This is an optimization exercise on Yosys and OpenROAD, whose aim is small area, not a production implementation. Only simulation tests tie the RTL to the original design; equivalence was not proved. Power figures rest on the tool's default switching activity, not on a simulated workload.

<file path="config.mk">
export PLATFORM = sky130hd
export DESIGN_NAME = mac_top
export DESIGN_NICKNAME = mac_top
export VERILOG_FILES = /design/flow/design.v
export SDC_FILE = /design/flow/constraint.sdc
export NUM_CORES = 4
export LEC_CHECK = 0
export CAP_MARGIN = 20
export CORE_AREA = 5 5 615 615
export CTS_CLUSTER_DIAMETER = 60
export DIE_AREA = 0 0 620 620
export SLEW_MARGIN = 20
export SYNTH_HIERARCHICAL = 1
export SYNTH_MINIMUM_KEEP_SIZE = 0
</file>
<file path="constraint.sdc">
create_clock -name core_clock -period 6.0 [get_ports {clk}]
set_input_delay 1.2000 -clock core_clock [delete_from_list [all_inputs] [get_ports {clk}]]
set_output_delay 1.2000 -clock core_clock [all_outputs]
set_load 0.01 [all_outputs]
</file>
<file path="design.v">
module crc32(
    input logic clk,
    input logic rst_n,
    input logic valid_in,
    input logic data_in,
    output logic [31:0] crc_n  
);
    logic [31:0] shifted, nxt;
    assign shifted = {crc_n[30:0], crc_n[31] ^ data_in};
    for (genvar i = 0; i < 32; i++) begin : g_mux
        mux2 u_m(.a(crc_n[i]), .b(shifted[i]), .s(valid_in), .y(nxt[i]));
    end
    always_ff @(posedge clk or negedge rst_n) begin
        if (!rst_n) crc_n <= '0;
        else crc_n <= nxt;
    end
endmodule
module mux2(input logic a, input logic b, input logic s, output logic y);
    assign y = s ? b : a;
endmodule
module mac_rx(
    input logic clk,
    input logic rst_n,
    input logic in_valid,
    input logic in_bit,
    input logic in_last,
    output logic out_packet_valid,
    output logic out_bit,
    output logic out_last,
    output logic crc_ok
);
    logic [31:0] crc_n;
    crc32 u_crc(.clk(clk), .rst_n(rst_n), .valid_in(in_valid), .data_in(in_bit), .crc_n(crc_n));
    always_ff @(posedge clk) out_bit <= in_bit;
    always_ff @(posedge clk or negedge rst_n) begin
        if (!rst_n) begin
            out_packet_valid <= 1'b0;
            out_last <= 1'b0;
            crc_ok <= 1'b0;
        end else begin
            out_packet_valid <= in_valid;
            out_last <= in_valid & in_last;
            if (in_valid && out_last) crc_ok <= crc_n[0];  
        end
    end
endmodule
module mac_tx(
    input logic clk,
    input logic rst_n,
    input logic start,
    input logic [2047:0] payload,  
    input logic [8:0] payload_len,  
    output logic tx_valid,
    output logic [7:0] tx_byte,
    output logic tx_last
);
    logic streaming;
    logic [8:0] idx;
    logic more;
    logic [255:0] sel_n;
    logic [7:0] byte_sel;
    assign more = idx < payload_len;
    assign tx_last = tx_valid & ~streaming;
    always_ff @(posedge clk or negedge rst_n) begin
        if (!rst_n) begin
            streaming <= 1'b0;
            tx_valid <= 1'b0;
        end else begin
            streaming <= streaming ? more : (start & ~tx_valid);
            tx_valid <= streaming;
        end
    end
    byte_dec u_dec(.idx(idx[7:0]), .sel_n(sel_n));
    for (genvar b = 0; b < 8; b++) begin : g_bit
        logic [255:0] col;
        for (genvar i = 0; i < 256; i++) begin : g_col
            assign col[i] = payload[8*i + b];
        end
        bit_sel u_sel(.d(col), .sel_n(sel_n), .q(byte_sel[b]));
    end
    always_ff @(posedge clk) begin
        idx <= streaming ? idx + 9'd1 : 9'd0;
        tx_byte <= more ? byte_sel : 8'h00;
    end
endmodule
module byte_dec(
    input logic [7:0] idx,
    output logic [255:0] sel_n
);
    logic [15:0] lo, hi;
    always_comb begin
        lo = '0; hi = '0;
        lo[idx[3:0]] = 1'b1;
        hi[idx[7:4]] = 1'b1;
    end
    for (genvar i = 0; i < 256; i++) begin : g_sel
        nand2 u_s(.a(hi[i / 16]), .b(lo[i % 16]), .y(sel_n[i]));
    end
endmodule
module bit_sel(
    input logic [255:0] d,
    input logic [255:0] sel_n,
    output logic q
);
    logic [127:0] z;
    for (genvar k = 0; k < 128; k++) begin : g_pair
        oai22 u_p(.a(d[2*k]), .sa(sel_n[2*k]), .b(d[2*k+1]), .sb(sel_n[2*k+1]), .y(z[k]));
    end
    nor128 u_r(.z(z), .y(q));
endmodule
module nor128(input logic [127:0] z, output logic y);
    assign y = ~|z;
endmodule
module oai22(input logic a, input logic sa, input logic b, input logic sb, output logic y);
    assign y = ~((a | sa) & (b | sb));
endmodule
module nand2(input logic a, input logic b, output logic y);
    assign y = ~(a & b);
endmodule
module mac_top (
    input logic clk,
    input logic rst_n,
    input logic rx_valid,
    input logic [7:0] rx_data,
    input logic rx_last,
    input logic tx_start,
    input logic [2047:0] tx_payload,  
    input logic [31:0] tx_len,  
    output logic tx_valid,
    output logic [7:0] tx_byte,
    output logic tx_last,
    output logic rx_packet_valid,
    output logic rx_byte,
    output logic rx_last_o,
    output logic rx_crc_ok
);
    mac_rx u_rx(.clk(clk), .rst_n(rst_n), .in_valid(rx_valid), .in_bit(rx_data[0]), .in_last(rx_last),
                .out_packet_valid(rx_packet_valid), .out_bit(rx_byte), .out_last(rx_last_o), .crc_ok(rx_crc_ok));
    mac_tx u_tx(.clk(clk), .rst_n(rst_n), .start(tx_start), .payload(tx_payload), .payload_len(tx_len[8:0]),
                .tx_valid(tx_valid), .tx_byte(tx_byte), .tx_last(tx_last));
endmodule
</file>
<file path="flow/run.sh">
#!/bin/bash
# The standard layout, except that the port buffers are the smallest buffer
# (sky130_fd_sc_hd__buf_1) instead of the cell buffer_ports picks on its own.
# Each ORFS step keeps its own log under orfs/logs/; make's output goes to standard.log.
set -euo pipefail
cd "$(dirname "$0")/.."
bash standard.sh "BUFFER_PORTS_ARGS=-buffer_cell sky130_fd_sc_hd__buf_1" finish > standard.log 2>&1
</file>
<file path="standard.sh">
#!/bin/bash
# synth_recipe.tcl (not shown) runs the flow's synth.tcl, then flattens the netlist and writes it again
# the make line also repeats each setting of config.mk as NAME=value (left out here)
make -C /OpenROAD-flow-scripts/flow DESIGN_CONFIG=/design/flow/config.mk WORK_HOME=/design/flow/orfs CLKGATE_MAP_FILE= SYNTH_SCRIPT=/design/flow/synth_recipe.tcl "${@:-finish}"
</file>
==> out/metrics.yaml, run 1 <==
sta:
  finalCriticalPeriod_ns: 5.56
  finalClockSkew_ns: 0.0308
  setup_ws_ns: 0.444
  drv_slew: 0
  min_period_over_period: 0.926
  setup-tns-final_ns: 0
  grt_setup_unrepaired: "false"
  setup_violations: 0
  hold_viol_final: 0
  slew_headroom: 0.145
  tightest_slew_ns: 1.28
  whs_ns: 0.497
  fmax_ghz: 0.180
synthesis:
  synth_nets: 3976
  syn-cell-area_mm2: 0.0124
  avgSynthCellArea_um2: 6.67
  synthCells: 1866
  yosysWarnings: 10
detailed_routing:
  wl_per_cell_um: 45.0
  drt_iter0_markers: 2968
  wl_um: 426000
  ant_nets: 0
  firstDrtPassIters: 7
  viasPerCell: 3.44
  dr_total_vias: 32600
  drc: 0
worst_setup_path:
  r2r-end: "u_tx.tx_byte[7]"
  critical_path_class: "flop to flop"
  r2r-start: "u_tx.idx[1]"
  crit_fanout: 11
  crit_required_ns: 6.30
  startpoint_type: "flop"
  reg2reg_slack_ns: 0.44
  arrival_ns: 5.86
  end_kind: "flop"
  r2r_cells: 16
clock_tree:
  ctsHoldBuffers: 0
  clockRootBuffer: "clkbuf_16"
  cts_resized: 0
  cts_sinks: 55
  cts_tree: "built"
  h-tree-depth: 2
  cts_buffers: 5
  clk_pin_slew_ns: 0.12
  post_cts_buffers: 0
  clockBufferDepth: 2
  clkLatencyLatePin_ns: 0.36
die:
  core_mm2: 0.371
  rows: 224
  die_w_um: 620
  start_util: 0.0335
  die_h_um: 620
  die-area_mm2: 0.384
  io_pins: 2107
global_route:
  grt_pass1_wl_um: 483000
  antenna_found_initial: 258
  grt_max_degree: 38
  overflow: 0
  grt_pass1_vias: 31200
  grt_use_total: 0.208
pwr:
  power.density_mw_per_mm2: 165
  leakagePower_nw: 8.92
  peakVddDrop_mv: 0.189
  power.total_w: 0.00519
min_path:
  min_path_type: "flop to flop"
  whs_path_depth: 1
  worstHoldStart: "u_rx.u_crc.crc_n[8]"
  hold_end: "u_rx.u_crc.crc_n[9]"
placed_design:
  placed_cell_area_mm2: 0.0310
  dpl.hpwl_um: 398000
  routabilityCongestion: 0.965
  io_buffers: 2076
  place_ws_ns: 0.360
run:
  drv_cap: 0
run_status:
  run_status: "no timing/DRC/antenna violations"
cells_and_area:
  final_cell_area_mm2: 0.0315
  syn_to_final_growth_pct: 153
  nNetsFinal: 6488
  drive_above_1_share: 0.152
==> state kept, by name (all words and copies together) (netlist names) <==
signal	cells
u_rx.u_crc.crc_n	32
u_tx.tx_byte	8
u_rx.crc_ok	1
u_tx.idx	9
u_tx.streaming	1
u_rx.out_bit	1
u_tx.tx_valid	1
u_rx.out_packet_valid	1
u_rx.out_last	1
==> layout make-up <==
class,count,area (µm²)
Antenna cell,121,303
Clock buffer,5,125
Clock inverter,3,33.8
Fill cell,44300,340000
Inverter,13,48.8
Multi-Input combinational cell,1793,12200
Sequential cell,55,1290
Tap cell,4972,6220
Timing Repair Buffer,2510,11300
==> worst max-delay path: stages, from the launching register on <==
cell	delay (ns)
dfxtp_1	0.58
inv_1	0.15
ha_1	0.28
nor2b_1	0.20
a31oi_1	0.57
nor2b_4	0.34
buf_12	0.28
nand2_1	0.15
buf_4	0.38
o22ai_1	0.15
nor4_1	0.75
buf_4	0.23
nand4_1	0.10
buf_4	0.23
or4_1	0.73
nor2_1	0.14
and2_2	0.14
==> power breakdown <==
group          total, W  internal, W  leakage [nW]  switching (W)
clock          0.000382     0.000164        0.0779       0.000218
combinational   0.00419      0.00131          8.24        0.00288
sequential     0.000623     0.000509         0.603       0.000115
total           0.00519      0.00198          8.92        0.00321
==> per-stage QoR <==
| stage | utilization | std cells |
|---|---|---|
| 2_1_floorplan | - | 1866 |
| 3_3_place_gp | 0.0831 | 9334 |
| 3_5_place_dp | 0.0836 | 9343 |
| 4_1_cts | 0.0840 | 9351 |
| 5_1_grt | 0.0845 | 9418 |
| 6_report | 0.0849 | 9472 |
==> layer usage <==
metal  share of wire  global-route usage  up-vias  wire length, µm
met5          0.0015             0.00450        -              655
li1                -                   -    13700                -
met3           0.078              0.0563      551            33100
met2            0.51               0.382     2436           217000
met4           0.031              0.0542       94            13200
met1            0.38               0.236    15800           162000
==> how the worst max path moves through the flow <==
stage                startpoint              end  slack [ns]  cells after the start
floorplan           u_tx.idx[4]  u_tx.tx_byte[0]        2.78                     13
global placement    u_tx.idx[1]  u_tx.tx_byte[4]        0.07                     14
CTS                 u_tx.idx[1]  u_tx.tx_byte[6]        0.36                     16
detailed placement  u_tx.idx[1]  u_tx.tx_byte[6]        0.36                     16
finish              u_tx.idx[1]  u_tx.tx_byte[7]        0.44                     16
global route        u_tx.idx[1]  u_tx.tx_byte[6]        0.34                     16
==> placed cells by master (no fill, tap or decap), drive strengths merged <==
master,instances
o21ai,8
nor2b,18
xnor2,5
and2,16
nand3b,2
inv,14
nand4,65
nand3,6
dfxtp,18
nor4,256
a21boi,12
xor2,5
and3,4
a211oi,1
a31oi,6
mux2,33
nand2,260
buf,2509
o31ai,2
a22o,1
or3,2
and3b,2
o21a,2
a21oi,6
nor3,7
o22ai,1024
or4,16
nor3b,5
clkbuf,6
nor2,11
clkinv,2
dfrtp,37
diode,121
ha,17
o211ai,1
==> run 2: changes to the inputs <==
==> flow/run.sh (replaced) <==
#!/bin/bash
# The standard layout, except that:
#  - the port buffers are the smallest buffer (sky130_fd_sc_hd__buf_1) instead of the cell
#    buffer_ports picks on its own;
#  - tx_payload's pins are put in index order around the die edge (flow/pins.tcl) before the
#    I/O placer places the other ports.
# Each ORFS step keeps its own log under orfs/logs/; make's output goes to standard.log.
set -euo pipefail
cd "$(dirname "$0")/.."
bash standard.sh "BUFFER_PORTS_ARGS=-buffer_cell sky130_fd_sc_hd__buf_1" \
  "PRE_IO_PLACEMENT_TCL=$PWD/flow/pins.tcl" finish > standard.log 2>&1
==> flow/pins.tcl (new file) <==
# Place tx_payload[0..2047] in index order around the die edge (counter-clockwise from the
# bottom-left corner), at the same pitch and pin shapes the I/O placer uses on its own:
# met2 pins every second met2 track on the bottom and top edges, met3 pins every second
# met3 track on the right and left edges. Neighbouring payload bytes then sit side by side,
# so the byte-select tree stays local. place_pins puts the remaining ports in the free slots.
set block [ord::get_db_block]
set dbu [$block getDbUnitsPerMicron]
set die [$block getDieArea]
set W [expr {double([$die dx]) / $dbu}]
set H [expr {double([$die dy]) / $dbu}]
set hx 0.07;  set hl 0.485
set vy 0.15;  set vl 0.8
set x0 2.07;  set dx 0.92
set y0 1.70;  set dy 1.36
set xs {}
for {set x $x0} {$x < $W - 4.0} {set x [expr {$x + $dx}]} { lappend xs $x }
set ys {}
for {set y $y0} {$y < $H - 1.7} {set y [expr {$y + $dy}]} { lappend ys $y }
set slots {}
foreach x $xs { lappend slots [list met2 $x [expr {$hl / 2}] [expr {2 * $hx}] $hl] }
foreach y $ys { lappend slots [list met3 [expr {$W - $vl / 2}] $y $vl [expr {2 * $vy}]] }
foreach x [lreverse $xs] { lappend slots [list met2 $x [expr {$H - $hl / 2}] [expr {2 * $hx}] $hl] }
foreach y [lreverse $ys] { lappend slots [list met3 [expr {$vl / 2}] $y $vl [expr {2 * $vy}]] }
puts "pins.tcl: [llength $slots] slots on a ${W} x ${H} die"
for {set n 0} {$n < 2048} {incr n} {
  lassign [lindex $slots $n] layer x y w h
  place_pin -pin_name "tx_payload\[$n\]" -layer $layer -location [list $x $y] -pin_size [list $w $h]
}
--- a/config.mk
+++ b/config.mk
@@ -9,6 +9,7 @@
 export CORE_AREA = 5 5 615 615
 export CTS_CLUSTER_DIAMETER = 60
 export DIE_AREA = 0 0 620 620
+export GPL_TIMING_DRIVEN = 0
 export SLEW_MARGIN = 20
 export SYNTH_HIERARCHICAL = 1
 export SYNTH_MINIMUM_KEEP_SIZE = 0
==> out/metrics.yaml, run 2 <==
placed_design:
  place_ws_ns: -0.702
  io_buffers: 2076
  routabilityCongestion: 0.957
  placed_cell_area_mm2: 0.0305
  dpl.hpwl_um: 218000
die:
  start_util: 0.0335
  io_pins: 59
  die_w_um: 620
  rows: 224
  die_h_um: 620
clock_tree:
  h-tree-depth: 2
  clockRootBuffer: "clkbuf_16"
  clockBufferDepth: 2
  post_cts_buffers: 0
  cts_buffers: 5
synthesis:
  synthCells: 1866
  yosysWarnings: 10
  synth_nets: 3976
  avgSynthCellArea_um2: 6.67
  syn-cell-area_mm2: 0.0124
run_status:
  haltStage: "5_1_grt"
  tool.error: "[ERROR DRT-0416] Term tx_payload[0] contains offgrid pin shape. Pin shape ( 2000 -2 ) ( 2140 488 ) is not a multiple of the manufacturing grid 5."
  run_status: "stopped before the end"
[run 2: how the worst min path moves through the flow]
stage                         from            end  slack, ns
floorplan           u_tx.streaming  u_tx.tx_valid       0.39
CTS                 u_tx.streaming  u_tx.tx_valid       0.44
detailed placement  u_tx.streaming  u_tx.tx_valid       0.41
global placement    u_tx.streaming  u_tx.tx_valid       0.42
[run 2: power groups by stage]
stage	combinational (W)	clock, W	sequential (W)
2_1_floorplan	0.000931	0	0.000603
3_3_place_gp	0.00445	0	0.000617
3_5_place_dp	0.00528	0	0.000617
4_1_cts	0.00540	0.000294	0.000615
[run 2: what timing repair did]
item,4_1_cts
gates resized for setup,38
endpoints found under the setup margin,8
hold buffers,0
pin swaps,8
endpoints found under the hold margin,0
[run 2: metrics by stage]
step           hold WS [ns]  instances  setup TNS (ns)
4_1_cts               0.438       9128               0
3_5_place_dp          0.410       9120           -4.92
3_3_place_gp          0.416       8914         -109.89
2_1_floorplan         0.394       1866               0
==> run 3: changes to the inputs <==
==> flow/pins.tcl (replaced) <==
# Place tx_payload[0..2047] in index order around the die edge (counter-clockwise from the
# bottom-left corner), at the same pitch and pin shapes the I/O placer uses on its own:
# met2 pins every second met2 track on the bottom and top edges, met3 pins every second
# met3 track on the right and left edges. Neighbouring payload bytes then sit side by side,
# so the byte-select tree stays local. place_pins puts the remaining ports in the free slots.
# All coordinates are in nm (integers) so that every shape stays on the 5 nm grid.
set block [ord::get_db_block]
set die [$block getDieArea]
set W [$die dx]
set H [$die dy]
proc um {v} { return [format %.3f [expr {$v / 1000.0}]] }
set slots {}
set xs {}
for {set x 2070} {$x < $W - 4000} {incr x 920} { lappend xs $x }
set ys {}
for {set y 1700} {$y < $H - 1700} {incr y 1360} { lappend ys $y }
foreach x $xs { lappend slots [list met2 $x 245 140 490] }
foreach y $ys { lappend slots [list met3 [expr {$W - 400}] $y 800 300] }
foreach x [lreverse $xs] { lappend slots [list met2 $x [expr {$H - 245}] 140 490] }
foreach y [lreverse $ys] { lappend slots [list met3 400 $y 800 300] }
puts "pins.tcl: [llength $slots] slots on a $W x $H nm die"
for {set n 0} {$n < 2048} {incr n} {
  lassign [lindex $slots $n] layer x y w h
  place_pin -pin_name "tx_payload\[$n\]" -layer $layer -location [list [um $x] [um $y]] -pin_size [list [um $w] [um $h]]
}
==> out/metrics.yaml, run 3 <==
run_status:
  run_status: "no timing/DRC/antenna violations"
global_route:
  antenna_found_initial: 63
  grt_pass1_vias: 27100
  grt_use_total: 0.109
  grt_max_degree: 26
  grt_pass1_wl_um: 272000
  overflow: 0
clock_tree:
  clockBufferDepth: 2
  h-tree-depth: 2
  post_cts_buffers: 0
  clkLatencyLatePin_ns: 0.29
  clk_pin_slew_ns: 0.07
  clockRootBuffer: "clkbuf_16"
  cts_sinks: 55
  cts_buffers: 5
  cts_tree: "built"
  ctsHoldBuffers: 0
die:
  die_h_um: 620
  core_mm2: 0.371
  die-area_mm2: 0.384
  start_util: 0.0335
  die_w_um: 620
  io_pins: 59
  rows: 224
placed_design:
  dpl.hpwl_um: 216000
  place_ws_ns: -0.787
  io_buffers: 2076
  placed_cell_area_mm2: 0.0304
  routabilityCongestion: 0.945
cells_and_area:
  ff_latch_area_mm2: 0.00129
  syn_to_final_growth_pct: 148
  largest_reg_flops: 32
  regMostFlops: "u_rx.u_crc.crc_n"
  fin_util: 0.0829
  nNetsFinal: 6260
  final_cell_mix: "buf_1, o22ai_1, nand2_1, nor4_1, nor4_2"
  final_common_cell: "buf_1"
  final_cell_area_mm2: 0.0308
  drive_above_1_share: 0.110
  fill_cells: 44000
  multi_input_area_mm2: 0.0125
  largest_registers: "u_rx.u_crc.crc_n (32), u_tx.idx (9), u_tx.tx_byte (8)"
sta:
  tightest_slew_ns: 1.22
  whs_ns: 0.439
  slew_headroom: 0.183
  min_period_over_period: 0.973
  drv_slew: 0
  hold_viol_final: 0
  fmax_ghz: 0.171
  setup_ws_ns: 0.164
  finalClockSkew_ns: 0.00337
  setup_violations: 0
  grt_setup_unrepaired: "false"
  finalCriticalPeriod_ns: 5.84
worst_setup_path:
  critical_path_class: "flop to flop"
  arrival_ns: 6.07
  crit_required_ns: 6.23
  slowest_stage: "or4_4"
  end_kind: "flop"
  cpPeakStageDelay_ns: 0.93
  r2r-start: "u_tx.idx[0]"
  crit_chain: "inv_1 -> ha_1 -> nor2b_1 -> a31oi_1 -> nor2b_4 -> buf_16 -> buf_12 -> nand2_1 -> o22ai_1 -> nor4_2 -> nand4_1 -> or4_4 -> nor2_1 -> and2_2"
  crit_fanout: 14
  startpoint: "u_tx.idx[0]"
  startpoint_type: "flop"
detailed_routing:
  drc: 0
  firstDrtPassIters: 7
  wl_um: 232000
  wl_per_cell_um: 25.3
  dr_total_vias: 29100
  drt_iter0_markers: 2918
  ant_nets: 0
  viasPerCell: 3.19
pwr:
  power.total_w: 0.00601
  leakagePower_nw: 8.23
  power_frac_clock: 0.047
  power.share.switching: 0.627
  p_int_w: 0.00225
  p_sw_w: 0.00377
  peakVddDrop_mv: 0.307
  power_frac_seq: 0.103
  pwr-share-comb: 0.850
  power.density_mw_per_mm2: 195
synthesis:
  synthCells: 1866
  yosysWarnings: 10
  syn-cell-area_mm2: 0.0124
  synth_nets: 3976
  avgSynthCellArea_um2: 6.67
min_path:
  worstHoldStart: "u_tx.streaming"
  min_path_type: "flop to flop"
run:
  drv_cap: 0
[run 3: area by class of cell]
class / instances / area share
antenna: 11 / 0.000894
buffer: 5 / 0.00106
timing repair buffer: 2277 / 0.344
tap: 4972 / 0.202
sequential: 55 / 0.0418
inverter: 13 / 0.00158
clock inverter: 2 / 0.000569
multi-input combinational: 1793 / 0.404
clock buffer: 6 / 0.00418
[run 3: repair_timing]
action / in CTS / in global routing
pin swaps: 9 / 1
setup endpoints to repair: 8 / 5
resized for setup: 41 / 3
[run 3: metrics by stage]
stage / std cells / setup TNS, ns
finish: 9134 / 0
global route: 9124 / 0
CTS: 9123 / 0
detailed placement: 9115 / -5.78
global placement: 8914 / -109.55
floorplan: 1866 / 0
[run 3: metal layers]
layer | vias to the layer above | track usage | part of all wire
li1 | 13100 | - | -
met1 | 13900 | 0.150 | 0.43
met2 | 1932 | 0.172 | 0.45
met3 | 136 | 0.0290 | 0.10
met4 | 10 | 0.0186 | 0.020
met5 | - | 0 | 0.00059
[run 3: power groups by stage]
stage	registers, W	logic (W)	clock network, W
2_1_floorplan	0.000603	0.000931	0
3_3_place_gp	0.000616	0.00445	0
3_5_place_dp	0.000618	0.00525	0
4_1_cts	0.000614	0.00538	0.000293
5_1_grt	0.000636	0.00543	0.000308
6_report	0.000617	0.00511	0.000285
[run 3: final timing paths]
kind	slack [ns]	end	cells past startpoint
setup / recovery	0.16	u_tx.tx_byte[7]	14
hold / removal	0.44	u_tx.tx_valid	0
setup reg to reg	0.16	u_tx.tx_byte[7]	14
hold reg to reg	0.44	u_tx.tx_valid	0
max in group asynchronous	4.78	u_tx.streaming	2
min in group asynchronous	0.79	u_rx.u_crc.crc_n[29]	1
[run 3: critical path: cells and delay by family, from the launching register on]
kind | cells | cell delay (ns)
and+or+nand+nor | 8 | 3.39
AOI/OAI and AO/OA | 2 | 0.80
DFF | 1 | 0.66
buffers and inverters | 3 | 0.53
adders and majority gates | 1 | 0.30
==> run 4: changes to the inputs <==
==> flow/run.sh (replaced) <==
#!/bin/bash
# The standard layout, except that:
#  - synthesis maps with ABC_LOAD_IN_FF=1 (the platform's 5 makes ABC upsize every gate
#    that drives a module port); the registers are the standard synthesis's;
#  - the port buffers are the smallest buffer (sky130_fd_sc_hd__buf_1) instead of the cell
#    buffer_ports picks on its own;
#  - tx_payload's pins are put in index order around the die edge (flow/pins.tcl) before
#    the I/O placer places the other ports.
# Each ORFS step keeps its own log under orfs/logs/; make's output goes to standard.log.
set -euo pipefail
cd "$(dirname "$0")/.."
bash standard.sh ABC_LOAD_IN_FF=1 "BUFFER_PORTS_ARGS=-buffer_cell sky130_fd_sc_hd__buf_1" \
  "PRE_IO_PLACEMENT_TCL=$PWD/flow/pins.tcl" finish > standard.log 2>&1
--- a/config.mk
+++ b/config.mk
@@ -10,6 +10,7 @@
 export CTS_CLUSTER_DIAMETER = 60
 export DIE_AREA = 0 0 620 620
 export GPL_TIMING_DRIVEN = 0
+export SETUP_SLACK_MARGIN = 0.1
 export SLEW_MARGIN = 20
 export SYNTH_HIERARCHICAL = 1
 export SYNTH_MINIMUM_KEEP_SIZE = 0
==> out/metrics.yaml, run 4 <==
pwr:
  power_frac_clock: 0.050
  p_int_w: 0.00216
  power_frac_seq: 0.102
  power.share.switching: 0.636
  p_sw_w: 0.00377
  pwr-share-comb: 0.848
  power.density_mw_per_mm2: 193
  peakVddDrop_mv: 0.326
  power.total_w: 0.00593
  leakagePower_nw: 8.11
clock_tree:
  clockRootBuffer: "clkbuf_16"
  clk_pin_slew_ns: 0.07
  h-tree-depth: 2
  clkLatencyLatePin_ns: 0.29
  cts_tree: "built"
  post_cts_buffers: 0
  clockBufferDepth: 2
  cts_sinks: 55
  cts_buffers: 5
detailed_routing:
  drc: 0
  wl_per_cell_um: 25.4
  drt_iter0_markers: 2638
  dr_total_vias: 28900
  wl_um: 232000
  viasPerCell: 3.16
  firstDrtPassIters: 5
  ant_nets: 0
cells_and_area:
  final_common_cell: "buf_1"
  largest_registers: "u_rx.u_crc.crc_n (32), u_tx.idx (9), u_tx.tx_byte (8)"
  drive_above_1_share: 0.101
  regMostFlops: "u_rx.u_crc.crc_n"
  largest_reg_flops: 32
  fin_util: 0.0826
  syn_to_final_growth_pct: 149
  final_cell_mix: "buf_1, o22ai_1, nand2_1, nor4_1, nor4_2"
  nNetsFinal: 6258
sta:
  setup-tns-final_ns: 0
  hold_viol_final: 0
  tightest_slew_ns: 1.17
  drv_slew: 0
  fmax_ghz: 0.172
  grt_setup_unrepaired: "true"
  whs_ns: 0.444
  setup_violations: 0
  slew_headroom: 0.215
  min_period_over_period: 0.970
  finalClockSkew_ns: 0.00529
  finalCriticalPeriod_ns: 5.82
worst_setup_path:
  critical_path_class: "flop to flop"
  startpoint_type: "flop"
  end_kind: "flop"
  crit_required_ns: 6.24
  crit_fanout: 14
  arrival_ns: 6.06
  reg2reg_slack_ns: 0.18
die:
  die-area_mm2: 0.384
  core_mm2: 0.371
  die_h_um: 620
  io_pins: 59
  rows: 224
  start_util: 0.0332
  die_w_um: 620
placed_design:
  routabilityCongestion: 0.959
  dpl.hpwl_um: 217000
  io_buffers: 2076
global_route:
  grt_pass1_wl_um: 272000
  grt_pass1_vias: 26700
  overflow: 0
  grt_use_total: 0.109
  antenna_found_initial: 52
  grt_max_degree: 36
run_status:
  run_status: "no timing/DRC/antenna violations"
synthesis:
  avgSynthCellArea_um2: 6.60
  synth_nets: 3976
  yosysWarnings: 10
  synthCells: 1866
  syn-cell-area_mm2: 0.0123
min_path:
  min_path_type: "flop to flop"
run:
  drv_cap: 0
run 4: metal layers:
layer,wire length (µm),GRT usage,share of wire,up-vias
met1,101000,0.152,0.44,13900
met4,4140,0.0161,0.018,4
met5,358,0,0.0015,-
met3,21300,0.0236,0.092,108
met2,104000,0.174,0.45,1768
li1,-,-,-,13100
run 4: timing repair:
action,in CTS,in global routing
hold buffers,0,0
endpoints found under the setup margin,8,2
pin swaps,9,0
gates resized for setup,46,1
run 4: area by class of cell:
type	instances	area (µm²)
diodes	8	20.0
plain buffers	5	32.5
clock buffers	5	125
clock inverters	3	33.8
fillers	44000	341000
inverters	13	48.8
multi-input cells	1793	12300
flip-flops and latches	55	1290
well taps	4972	6220
repair buffers	2275	10600
run 4: worst max-delay path, stage by stage (launching register included):
cell and delay (ns):
dfxtp_1 0.65, inv_1 0.14, ha_1 0.31, nor2b_1 0.22
a31oi_1 0.28, nor3_2 0.14, buf_6 0.20, buf_4 0.20
nand2_1 0.43, o22ai_4 0.17, buf_16 0.19, nor4_2 0.62
nand4_1 0.80, or4_4 0.93, nor2_1 0.21, and2_0 0.15
run 4: through the flow:
step,cell area (µm²),setup slack (ns),std cells
detailed placement,30300,-0.753,9113
global route,30700,0.0829,9121
floorplan,12300,2.82,1866
CTS,30700,0.126,9121
global placement,26300,-13.94,8914
finish,30700,0.181,9129
run 4: power groups by stage:
stage	clock, W	sequential [W]	combinational, W
floorplan	0	0.000594	0.000837
global placement	0	0.000605	0.00435
detailed placement	0	0.000607	0.00517
CTS	0.000309	0.000604	0.00531
global route	0.000326	0.000625	0.00534
finish	0.000299	0.000605	0.00503
run 4: worst paths after layout:
check,cells past startpoint,endpoint,from
worst min register to register,0,u_tx.tx_valid,u_tx.streaming
worst min-delay path,0,u_tx.tx_valid,u_tx.streaming
worst max-delay path,15,u_tx.tx_byte[7],u_tx.idx[0]
worst max register to register,15,u_tx.tx_byte[7],u_tx.idx[0]
max in group asynchronous,2,u_rx.u_crc.crc_n[10],rst_n
min in group asynchronous,1,u_rx.u_crc.crc_n[31],rst_n
==> run 5: changes to the inputs <==
--- a/design.v
+++ b/design.v
@@ -57,7 +57,7 @@
     logic streaming;
     logic [8:0] idx;
     logic more;
-    logic [255:0] sel_n;
+    logic [255:0] sel;
     logic [7:0] byte_sel;
     assign more = idx < payload_len;
     assign tx_last = tx_valid & ~streaming;
@@ -70,13 +70,13 @@
             tx_valid <= streaming;
         end
     end
-    byte_dec u_dec(.idx(idx[7:0]), .sel_n(sel_n));
+    byte_dec u_dec(.idx(idx[7:0]), .sel(sel));
     for (genvar b = 0; b < 8; b++) begin : g_bit
         logic [255:0] col;
         for (genvar i = 0; i < 256; i++) begin : g_col
             assign col[i] = payload[8*i + b];
         end
-        bit_sel u_sel(.d(col), .sel_n(sel_n), .q(byte_sel[b]));
+        bit_sel u_sel(.d(col), .sel(sel), .q(byte_sel[b]));
     end
     always_ff @(posedge clk) begin
         idx <= streaming ? idx + 9'd1 : 9'd0;
@@ -85,37 +85,40 @@
 endmodule
 module byte_dec(
     input logic [7:0] idx,
-    output logic [255:0] sel_n
+    output logic [255:0] sel
 );
-    logic [15:0] lo, hi;
-    always_comb begin
-        lo = '0; hi = '0;
-        lo[idx[3:0]] = 1'b1;
-        hi[idx[7:4]] = 1'b1;
+    logic [15:0] lo_n, hi_n;
+    for (genvar i = 0; i < 16; i++) begin : g_pre
+        assign lo_n[i] = idx[3:0] != i;
+        assign hi_n[i] = idx[7:4] != i;
     end
     for (genvar i = 0; i < 256; i++) begin : g_sel
-        nand2 u_s(.a(hi[i / 16]), .b(lo[i % 16]), .y(sel_n[i]));
+        nor2 u_s(.a(hi_n[i / 16]), .b(lo_n[i % 16]), .y(sel[i]));
     end
 endmodule
 module bit_sel(
     input logic [255:0] d,
-    input logic [255:0] sel_n,
+    input logic [255:0] sel,
     output logic q
 );
-    logic [127:0] z;
-    for (genvar k = 0; k < 128; k++) begin : g_pair
-        oai22 u_p(.a(d[2*k]), .sa(sel_n[2*k]), .b(d[2*k+1]), .sb(sel_n[2*k+1]), .y(z[k]));
+    logic [85:0] z;
+    for (genvar k = 0; k < 85; k++) begin : g_tri
+        aoi222 u_t(.a(d[3*k]), .sa(sel[3*k]), .b(d[3*k+1]), .sb(sel[3*k+1]), .c(d[3*k+2]), .sc(sel[3*k+2]), .y(z[k]));
     end
-    nor128 u_r(.z(z), .y(q));
+    nand2 u_last(.a(d[255]), .b(sel[255]), .y(z[85]));
+    nand86 u_r(.z(z), .y(q));
 endmodule
-module nor128(input logic [127:0] z, output logic y);
-    assign y = ~|z;
+module nand86(input logic [85:0] z, output logic y);
+    assign y = ~&z;
 endmodule
-module oai22(input logic a, input logic sa, input logic b, input logic sb, output logic y);
-    assign y = ~((a | sa) & (b | sb));
+module aoi222(input logic a, input logic sa, input logic b, input logic sb, input logic c, input logic sc, output logic y);
+    assign y = ~((a & sa) | (b & sb) | (c & sc));
 endmodule
 module nand2(input logic a, input logic b, output logic y);
     assign y = ~(a & b);
+endmodule
+module nor2(input logic a, input logic b, output logic y);
+    assign y = ~(a | b);
 endmodule
 module mac_top (
     input logic clk,
==> flow/run.sh (replaced) <==
#!/bin/bash
# The standard layout, except that:
#  - the port buffers are the smallest buffer (sky130_fd_sc_hd__buf_1) instead of the cell
#    buffer_ports picks on its own;
#  - tx_payload's pins are put in index order around the die edge (flow/pins.tcl) before the
#    I/O placer places the other ports.
# Each ORFS step keeps its own log under orfs/logs/; make's output goes to standard.log.
set -euo pipefail
cd "$(dirname "$0")/.."
bash standard.sh "BUFFER_PORTS_ARGS=-buffer_cell sky130_fd_sc_hd__buf_1" \
  "PRE_IO_PLACEMENT_TCL=$PWD/flow/pins.tcl" finish > standard.log 2>&1
--- a/config.mk
+++ b/config.mk
@@ -10,7 +10,6 @@
 export CTS_CLUSTER_DIAMETER = 60
 export DIE_AREA = 0 0 620 620
 export GPL_TIMING_DRIVEN = 0
-export SETUP_SLACK_MARGIN = 0.1
 export SLEW_MARGIN = 20
 export SYNTH_HIERARCHICAL = 1
 export SYNTH_MINIMUM_KEEP_SIZE = 0
==> out/metrics.yaml, run 5 <==
sta:
  drv_slew: 0
  fmax_ghz: 0.167
  tightest_slew_ns: 1.37
  grt_setup_unrepaired: "false"
  min_period_over_period: 1.00
  finalCriticalPeriod_ns: 6.00
  setup_violations: 1
  setup_ws_ns: -0.00472
  slew_headroom: 0.0895
  hold_viol_final: 0
  finalClockSkew_ns: 0.0354
cells_and_area:
  syn_to_final_growth_pct: 151
  final_cell_count_no_fill: 8779
  final_common_cell: "buf_1"
  fill_cells: 43800
  final_cell_mix: "buf_1, a222oi_1, nor2_1, nand4_1, buf_4"
  largest_reg_flops: 32
  final_cell_area_mm2: 0.0298
  largest_registers: "u_rx.u_crc.crc_n (32), u_tx.idx (9), u_tx.tx_byte (8)"
  fin_util: 0.0803
  nNetsFinal: 5888
  regMostFlops: "u_rx.u_crc.crc_n"
  drive_above_1_share: 0.119
synthesis:
  avgSynthCellArea_um2: 8.66
  synth_nets: 3476
  syn-cell-area_mm2: 0.0119
  yosysWarnings: 9
  synthCells: 1374
placed_design:
  placed_cell_area_mm2: 0.0293
  placed_cells: 8734
  io_buffers: 2076
  routabilityCongestion: 0.960
  dpl.hpwl_um: 229000
  place_ws_ns: -1.37
pwr:
  power.total_w: 0.00465
  pwr-share-comb: 0.786
  power_frac_seq: 0.134
  p_int_w: 0.00189
  power.density_mw_per_mm2: 156
  power_frac_clock: 0.080
  peakVddDrop_mv: 0.252
  leakagePower_nw: 8.01
  p_sw_w: 0.00275
  power.share.switching: 0.592
detailed_routing:
  drc: 0
  wl_um: 252000
  firstDrtPassIters: 17
  ant_nets: 0
  wl_per_cell_um: 28.7
  viasPerCell: 3.29
  dr_total_vias: 28900
  drt_iter0_markers: 5981
global_route:
  grt_use_total: 0.118
  antenna_found_initial: 35
  overflow: 0
  grt_pass1_vias: 25700
  grt_max_degree: 32
  grt_pass1_wl_um: 287000
clock_tree:
  cts_sinks: 55
  cts_buffers: 5
  clk_pin_slew_ns: 0.13
  clockBufferDepth: 2
  clockRootBuffer: "clkbuf_16"
  h-tree-depth: 2
  cts_tree: "built"
  ctsHoldBuffers: 0
  clkLatencyLatePin_ns: 0.36
die:
  die-area_mm2: 0.384
  die_h_um: 620
  rows: 224
  core_mm2: 0.371
  start_util: 0.0320
  io_pins: 59
  die_w_um: 620
run:
  drv_cap: 0
worst_setup_path:
  crit_fanout: 12
  startpoint_type: "flop"
  r2r_cells: 12
  reg2reg_slack_ns: -0.005
  crit_required_ns: 6.27
  r2r-start: "u_tx.idx[3]"
  r2r-end: "u_tx.tx_byte[0]"
  critical_path_class: "flop to flop"
  arrival_ns: 6.27
  startpoint: "u_tx.idx[3]"
  setup.worst_path.end: "u_tx.tx_byte[0]"
  end_kind: "flop"
run_status:
  run_status: "failed layout checks"
  violations: "setup timing"
min_path:
  min_path_type: "flop to flop"
run 5: stage by stage:
step	hold WS, ns	setup TNS, ns
4_1_cts	0.486	0
3_3_place_gp	0.415	-52.25
3_5_place_dp	0.429	-8.72
6_report	0.473	-0.00472
2_1_floorplan	0.394	0
5_1_grt	0.495	0
run 5: layer usage:
layer,part of all wire,global-route usage,routed length (µm)
met2,0.49,0.205,122000
met3,0.099,0.0313,24800
met5,0,0,0
met1,0.39,0.147,98600
met4,0.022,0.0250,5650
run 5: final cells by class:
class                   count  area, µm²  area share
diodes                     20       50.0     0.00168
plain buffers              10       73.8     0.00248
clock buffers               5        125     0.00420
clock inverters             3       33.8     0.00113
inverters                   9       33.8     0.00113
multi-input cells        1300      10900       0.366
flip-flops and latches     55       1300      0.0435
well taps                4972       6220       0.209
repair buffers           2405      11100       0.371
run 5: power by group through the flow:
stage,Sequential (W),Clock [W],Combinational (W)
after floorplan,0.000599,0,0.000650
after global placement,0.000611,0,0.00319
after detailed placement,0.000625,0,0.00374
after CTS,0.000621,0.000389,0.00385
after global routing,0.000643,0.000404,0.00390
final,0.000622,0.000371,0.00366
run 5: what timing repair did:
action,CTS,global route
resized for setup,32,2
endpoints found under the setup margin,8,4
buffers inserted,16,0
pin swaps,21,1
run 5: worst max-delay path, stage by stage (launching register included):
cell and delay [ns]:
dfxtp_2 0.51, clkbuf_2 0.31, nand4b_1 0.18, buf_6 0.19, buf_6 0.22, buf_6 0.21
nor2_1 0.15, a222oi_1 0.75, nand4_1 0.97, nor4_4 0.71, nand4_1 0.61, or4_1 0.79
and2_2 0.22
run 5: how the worst min path moves through the flow:
stage | to | cells past startpoint | startpoint
3_3_place_gp | u_tx.tx_valid | 0 | u_tx.streaming
6_report | u_tx.tx_valid | 0 | u_tx.streaming
2_1_floorplan | u_tx.tx_valid | 0 | u_tx.streaming
4_1_cts | u_rx.u_crc.crc_n[10] | 1 | u_rx.u_crc.crc_n[9]
5_1_grt | u_rx.u_crc.crc_n[20] | 1 | u_rx.u_crc.crc_n[19]
3_5_place_dp | u_tx.tx_valid | 0 | u_tx.streaming
==> run 6: changes to the inputs <==
==> flow/run.sh (replaced) <==
#!/bin/bash
# The standard layout, except that:
#  - synthesis maps with ABC_LOAD_IN_FF=1 (the platform's 5 makes ABC upsize every gate
#    that drives a module port); the registers are the standard synthesis's;
#  - the port buffers are the smallest buffer (sky130_fd_sc_hd__buf_1) instead of the cell
#    buffer_ports picks on its own;
#  - tx_payload's pins are put in index order around the die edge (flow/pins.tcl) before
#    the I/O placer places the other ports.
# Each ORFS step keeps its own log under orfs/logs/; make's output goes to standard.log.
set -euo pipefail
cd "$(dirname "$0")/.."
bash standard.sh ABC_LOAD_IN_FF=1 "BUFFER_PORTS_ARGS=-buffer_cell sky130_fd_sc_hd__buf_1" \
  "PRE_IO_PLACEMENT_TCL=$PWD/flow/pins.tcl" finish > standard.log 2>&1
--- a/config.mk
+++ b/config.mk
@@ -5,11 +5,12 @@
 export SDC_FILE = /design/flow/constraint.sdc
 export NUM_CORES = 4
 export LEC_CHECK = 0
-export CAP_MARGIN = 20
+export CAP_MARGIN = 5
 export CORE_AREA = 5 5 615 615
 export CTS_CLUSTER_DIAMETER = 60
 export DIE_AREA = 0 0 620 620
 export GPL_TIMING_DRIVEN = 0
-export SLEW_MARGIN = 20
+export SETUP_SLACK_MARGIN = 0.2
+export SLEW_MARGIN = 5
 export SYNTH_HIERARCHICAL = 1
 export SYNTH_MINIMUM_KEEP_SIZE = 0
==> out/metrics.yaml, run 6 <==
clock_tree:
  h-tree-depth: 2
  clk_pin_slew_ns: 0.09
  clockRootBuffer: "clkbuf_16"
  cts_tree: "built"
  clkLatencyLatePin_ns: 0.38
  cts_sinks: 55
  clockBufferDepth: 2
  cts_buffers: 5
detailed_routing:
  drt_iter0_markers: 5473
  viasPerCell: 3.28
  drc: 0
  firstDrtPassIters: 17
  ant_nets: 0
  wl_per_cell_um: 28.8
  dr_total_vias: 28700
  wl_um: 252000
global_route:
  grt_pass1_wl_um: 288000
  antenna_found_initial: 47
  grt_max_degree: 38
  grt_pass1_vias: 25600
  overflow: 0
  grt_use_total: 0.119
die:
  start_util: 0.0317
  rows: 224
  die_h_um: 620
  die_w_um: 620
  die-area_mm2: 0.384
  io_pins: 59
  core_mm2: 0.371
run_status:
  violations: "slew limit"
  run_status: "failed layout checks"
sta:
  finalClockSkew_ns: 0.00531
  hold_viol_final: 0
  grt_setup_unrepaired: "true"
  min_period_over_period: 0.972
  drv_slew: 7
  fmax_ghz: 0.171
  slew_headroom: -0.144
  setup_violations: 0
  tightest_slew_ns: 1.72
  setup-tns-final_ns: 0
  finalCriticalPeriod_ns: 5.83
cells_and_area:
  ff_latch_area_mm2: 0.00130
  nNetsFinal: 5855
  final_cell_mix: "buf_1, a222oi_1, nor2_1, nand4_1, buf_4"
  fill_cells: 43800
  largest_reg_flops: 32
  final_cell_area_mm2: 0.0295
  multi_input_area_mm2: 0.0108
  final_common_cell: "buf_1"
  regMostFlops: "u_rx.u_crc.crc_n"
  largest_registers: "u_rx.u_crc.crc_n (32), u_tx.idx (9), u_tx.tx_byte (8)"
  syn_to_final_growth_pct: 151
  fin_util: 0.0794
  drive_above_1_share: 0.101
  final_cell_count_no_fill: 8746
synthesis:
  synth_nets: 3476
  yosysWarnings: 9
  synthCells: 1374
  syn-cell-area_mm2: 0.0118
  avgSynthCellArea_um2: 8.56
worst_setup_path:
  arrival_ns: 6.11
  end_kind: "flop"
  startpoint: "u_tx.idx[6]"
  r2r-start: "u_tx.idx[6]"
  r2r_cells: 10
  critical_path_class: "flop to flop"
  startpoint_type: "flop"
  reg2reg_slack_ns: 0.17
  setup.worst_path.end: "u_tx.tx_byte[1]"
  crit_fanout: 16
  r2r-end: "u_tx.tx_byte[1]"
  crit_required_ns: 6.28
placed_design:
  dpl.hpwl_um: 229000
  routabilityCongestion: 0.964
  placed_cell_area_mm2: 0.0287
  io_buffers: 2076
  placed_cells: 8690
pwr:
  leakagePower_nw: 7.76
  power.total_w: 0.00450
  peakVddDrop_mv: 0.538
  power.density_mw_per_mm2: 153
min_path:
  min_path_type: "flop to flop"
run:
  drv_cap: 0
==> run 6: worst max-delay path, cell delays in order (launching register included) <==
cell and delay [ns]:
dfxtp_2 0.65, clkbuf_4 0.48, nand4bb_2 0.55, nor2_1 0.27
a222oi_1 1.40, nand4_1 0.39, nor4_2 0.25, buf_4 0.23
nand4_1 0.51, or4_4 0.76, and2_0 0.17
==> run 6: repair_timing <==
action                                  CTS  global route
buffers inserted                         25             0
endpoints found under the setup margin    8             5
hold endpoints to repair                  0             0
pin swaps                                34             5
resized for setup                        46             6
hold buffers                              0             0
==> run 6: report_power, final <==
part	internal, W	total (W)	switching, W
combinational	0.00112	0.00356	0.00244
clock	0.000161	0.000332	0.000171
sequential	0.000508	0.000612	0.000104
==> run 6: worst min path at each step <==
stage	start	endpoint	slack [ns]	cells after the start
2_1_floorplan	u_tx.streaming	u_tx.tx_valid	0.39	0
3_3_place_gp	u_tx.streaming	u_tx.tx_valid	0.42	0
3_5_place_dp	u_tx.streaming	u_tx.tx_valid	0.42	0
4_1_cts	u_tx.streaming	u_tx.tx_valid	0.44	0
5_1_grt	u_tx.streaming	u_tx.tx_valid	0.46	0
6_report	u_tx.streaming	u_tx.tx_valid	0.44	0
==> run 6: cell type report <==
class	instances	share of cell area
Sequential cell	55	0.0440
Antenna cell	20	0.00170
Timing Repair Buffer	2372	0.367
Multi-Input combinational cell	1300	0.367
Inverter	9	0.00115
Clock inverter	3	0.00115
Buffer	10	0.00250
Clock buffer	5	0.00424
Tap cell	4972	0.211
==> run 6: per-layer routing <==
layer  track usage  up-vias  wire [µm]
li1              -    12200          -
met1         0.147    14100      99300
met2         0.205     2309     124000
met3        0.0323      114      23500
met4        0.0263        6       5190
met5             0        -        115
==> run 6: per-stage QoR <==
stage	worst slack, ns	hold WS [ns]
floorplan	2.99	0.394
global placement	-6.73	0.416
detailed placement	-1.83	0.424
CTS	0.177	0.436
global route	0.173	0.456
finish	0.166	0.438
==> run 7: changes to the inputs <==
--- a/design.v
+++ b/design.v
@@ -57,7 +57,7 @@
     logic streaming;
     logic [8:0] idx;
     logic more;
-    logic [255:0] sel;
+    logic [255:0] sel_n;
     logic [7:0] byte_sel;
     assign more = idx < payload_len;
     assign tx_last = tx_valid & ~streaming;
@@ -70,13 +70,13 @@
             tx_valid <= streaming;
         end
     end
-    byte_dec u_dec(.idx(idx[7:0]), .sel(sel));
+    byte_dec u_dec(.idx(idx[7:0]), .sel_n(sel_n));
     for (genvar b = 0; b < 8; b++) begin : g_bit
         logic [255:0] col;
         for (genvar i = 0; i < 256; i++) begin : g_col
             assign col[i] = payload[8*i + b];
         end
-        bit_sel u_sel(.d(col), .sel(sel), .q(byte_sel[b]));
+        bit_sel u_sel(.d(col), .sel_n(sel_n), .q(byte_sel[b]));
     end
     always_ff @(posedge clk) begin
         idx <= streaming ? idx + 9'd1 : 9'd0;
@@ -85,40 +85,37 @@
 endmodule
 module byte_dec(
     input logic [7:0] idx,
-    output logic [255:0] sel
+    output logic [255:0] sel_n
 );
-    logic [15:0] lo_n, hi_n;
-    for (genvar i = 0; i < 16; i++) begin : g_pre
-        assign lo_n[i] = idx[3:0] != i;
-        assign hi_n[i] = idx[7:4] != i;
+    logic [15:0] lo, hi;
+    always_comb begin
+        lo = '0; hi = '0;
+        lo[idx[3:0]] = 1'b1;
+        hi[idx[7:4]] = 1'b1;
     end
     for (genvar i = 0; i < 256; i++) begin : g_sel
-        nor2 u_s(.a(hi_n[i / 16]), .b(lo_n[i % 16]), .y(sel[i]));
+        nand2 u_s(.a(hi[i / 16]), .b(lo[i % 16]), .y(sel_n[i]));
     end
 endmodule
 module bit_sel(
     input logic [255:0] d,
-    input logic [255:0] sel,
+    input logic [255:0] sel_n,
     output logic q
 );
-    logic [85:0] z;
-    for (genvar k = 0; k < 85; k++) begin : g_tri
-        aoi222 u_t(.a(d[3*k]), .sa(sel[3*k]), .b(d[3*k+1]), .sb(sel[3*k+1]), .c(d[3*k+2]), .sc(sel[3*k+2]), .y(z[k]));
+    logic [127:0] z;
+    for (genvar k = 0; k < 128; k++) begin : g_pair
+        oai22 u_p(.a(d[2*k]), .sa(sel_n[2*k]), .b(d[2*k+1]), .sb(sel_n[2*k+1]), .y(z[k]));
     end
-    nand2 u_last(.a(d[255]), .b(sel[255]), .y(z[85]));
-    nand86 u_r(.z(z), .y(q));
+    nor128 u_r(.z(z), .y(q));
 endmodule
-module nand86(input logic [85:0] z, output logic y);
-    assign y = ~&z;
+module nor128(input logic [127:0] z, output logic y);
+    assign y = ~|z;
 endmodule
-module aoi222(input logic a, input logic sa, input logic b, input logic sb, input logic c, input logic sc, output logic y);
-    assign y = ~((a & sa) | (b & sb) | (c & sc));
+module oai22(input logic a, input logic sa, input logic b, input logic sb, output logic y);
+    assign y = ~((a | sa) & (b | sb));
 endmodule
 module nand2(input logic a, input logic b, output logic y);
     assign y = ~(a & b);
-endmodule
-module nor2(input logic a, input logic b, output logic y);
-    assign y = ~(a | b);
 endmodule
 module mac_top (
     input logic clk,
==> flow/run.sh (replaced) <==
#!/bin/bash
# The standard layout, except that:
#  - the port buffers are the smallest buffer (sky130_fd_sc_hd__buf_1) instead of the cell
#    buffer_ports picks on its own;
#  - tx_payload's pins are put in index order along the bottom and top edges
#    (flow/pins2.tcl) before the I/O placer places the other ports.
# Each ORFS step keeps its own log under orfs/logs/; make's output goes to standard.log.
set -euo pipefail
cd "$(dirname "$0")/.."
bash standard.sh "BUFFER_PORTS_ARGS=-buffer_cell sky130_fd_sc_hd__buf_1" \
  "PRE_IO_PLACEMENT_TCL=$PWD/flow/pins2.tcl" finish > standard.log 2>&1
==> flow/pins2.tcl (new file) <==
# Place tx_payload[0..2047] in index order along the bottom edge (left to right, bits
# 0..1023) and then the top edge (right to left, bits 1024..2047): one met2 pin on every
# met2 track, with the pin shape the I/O placer uses. Neighbouring payload bytes then sit
# side by side, so the byte-select tree stays local and the die can stay small.
# place_pins then puts the remaining ports on the left and right edges.
# All coordinates are in nm (integers) so that every shape stays on the 5 nm grid.
set block [ord::get_db_block]
set die [$block getDieArea]
set W [$die dx]
set H [$die dy]
proc um {v} { return [format %.3f [expr {$v / 1000.0}]] }
set xs {}
for {set k 0} {$k < 1024} {incr k} { lappend xs [expr {2070 + 460 * $k}] }
if {[lindex $xs end] > $W - 4000} { error "pins2.tcl: die too narrow for 1024 pins per edge" }
set slots {}
foreach x $xs { lappend slots [list $x 245] }
foreach x [lreverse $xs] { lappend slots [list $x [expr {$H - 245}]] }
for {set n 0} {$n < 2048} {incr n} {
  lassign [lindex $slots $n] x y
  place_pin -pin_name "tx_payload\[$n\]" -layer met2 -location [list [um $x] [um $y]] -pin_size {0.14 0.49}
}
==> config.mk (replaced) <==
export PLATFORM = sky130hd
export DESIGN_NAME = mac_top
export DESIGN_NICKNAME = mac_top
export VERILOG_FILES = /design/flow/design.v
export SDC_FILE = /design/flow/constraint.sdc
export NUM_CORES = 4
export LEC_CHECK = 0
export CAP_MARGIN = 20
export CORE_AREA = 5 5 475 155
export CTS_CLUSTER_DIAMETER = 60
export DIE_AREA = 0 0 480 160
export GPL_TIMING_DRIVEN = 0
export SLEW_MARGIN = 20
export SYNTH_HIERARCHICAL = 1
export SYNTH_MINIMUM_KEEP_SIZE = 0
removed: flow/pins.tcl
==> out/metrics.yaml, run 7 <==
global_route:
  grt_pass1_wl_um: 272000
  grt_use_total: 0.522
  overflow: 20
  grt_pass1_vias: 32200
  grt_max_degree: 36
clock_tree:
  cts_resized: 0
  clockRootBuffer: "clkbuf_16"
  ctsHoldBuffers: 0
  clockBufferDepth: 2
  post_cts_buffers: 0
  cts_buffers: 5
  h-tree-depth: 2
placed_design:
  dpl.hpwl_um: 181000
  io_buffers: 2076
  routabilityCongestion: 1.20
run_status:
  haltStage: "5_1_grt"
  tool.error: "[ERROR GRT-0116] Global routing finished with congestion. Check the congestion regions in the DRC Viewer."
  run_status: "stopped before the end"
die:
  die_h_um: 160
  die_w_um: 480
  io_pins: 59
  start_util: 0.180
  rows: 54
synthesis:
  synthCells: 1866
  syn-cell-area_mm2: 0.0124
  synth_nets: 3976
  yosysWarnings: 10
  avgSynthCellArea_um2: 6.67
[run 7: power by group through the flow]
| stage | Combinational (W) | Clock, W | Sequential (W) |
|---|---|---|---|
| after floorplan | 0.000931 | 0 | 0.000603 |
| after CTS | 0.00303 | 0.000391 | 0.000633 |
| after detailed placement | 0.00301 | 0 | 0.000640 |
| after global placement | 0.00267 | 0 | 0.000627 |
[run 7: worst max path at each step]
stage	slack, ns	cells past startpoint	from	end
3_3_place_gp	-4.91	12	u_tx.idx[0]	u_tx.tx_byte[7]
2_1_floorplan	2.78	13	u_tx.idx[4]	u_tx.tx_byte[0]
4_1_cts	0.34	13	u_tx.idx[4]	u_tx.tx_byte[0]
3_5_place_dp	0.31	13	u_tx.idx[0]	u_tx.tx_byte[0]
[run 7: per-stage QoR]
step                area (µm²)  TNS, ns  instances  hold slack (ns)  setup slack (ns)
floorplan                12400        0       1866            0.394              2.78
global placement         21400   -34.69       4894            0.411             -4.91
detailed placement       22800        0       4974            0.436             0.314
CTS                      23000        0       4982            0.456             0.344
[run 7: per-layer routing]
| metal | track usage | overflow |
|---|---|---|
| met5 | 0.0411 | 0 |
| met4 | 0.529 | 2 |
| met3 | 0.292 | 0 |
| met2 | 0.664 | 18 |
| met1 | 0.588 | 0 |

## what the ideal ports hide
The results above use ideal ports. As a check the final layouts listed here were re-extracted and re-timed, cells and wires unchanged. Step 1, drivers: a clkbuf_16 drives clk and a buf_2 each remaining input, both assumed. Step 2 moves the port delays by t, midway between the first and last clock arrival at a register: inputs arrive t later, outputs are due t later. That takes back most of the time a late clock gives input paths. Slacks: ideal ports / drivers / drivers and shift; pairs: ideal ports / drivers.
run | shift t [ns] | setup WS [ns] | hold slack, ns | latest minus earliest clock arrival (ns) | pins driven straight from the clock port
run 1 | 0.409 | 0.444 / 0.444 / 0.444 | 0.497 / 0.497 / 0.497 | 0.031 / 0.031 | 1
run 3 | 0.315 | 0.164 / 0.164 / 0.164 | 0.439 / 0.439 / 0.439 | 0.004 / 0.004 | 1
run 4 | 0.321 | 0.181 / 0.181 / 0.181 | 0.444 / 0.444 / 0.444 | 0.009 / 0.009 | 1
run 5 | 0.463 | -0.005 / -0.005 / -0.005 | 0.473 / 0.473 / 0.473 | 0.038 / 0.038 | 1
run 6 | 0.470 | 0.166 / 0.166 / 0.166 | 0.438 / 0.438 / 0.438 | 0.009 / 0.009 | 1
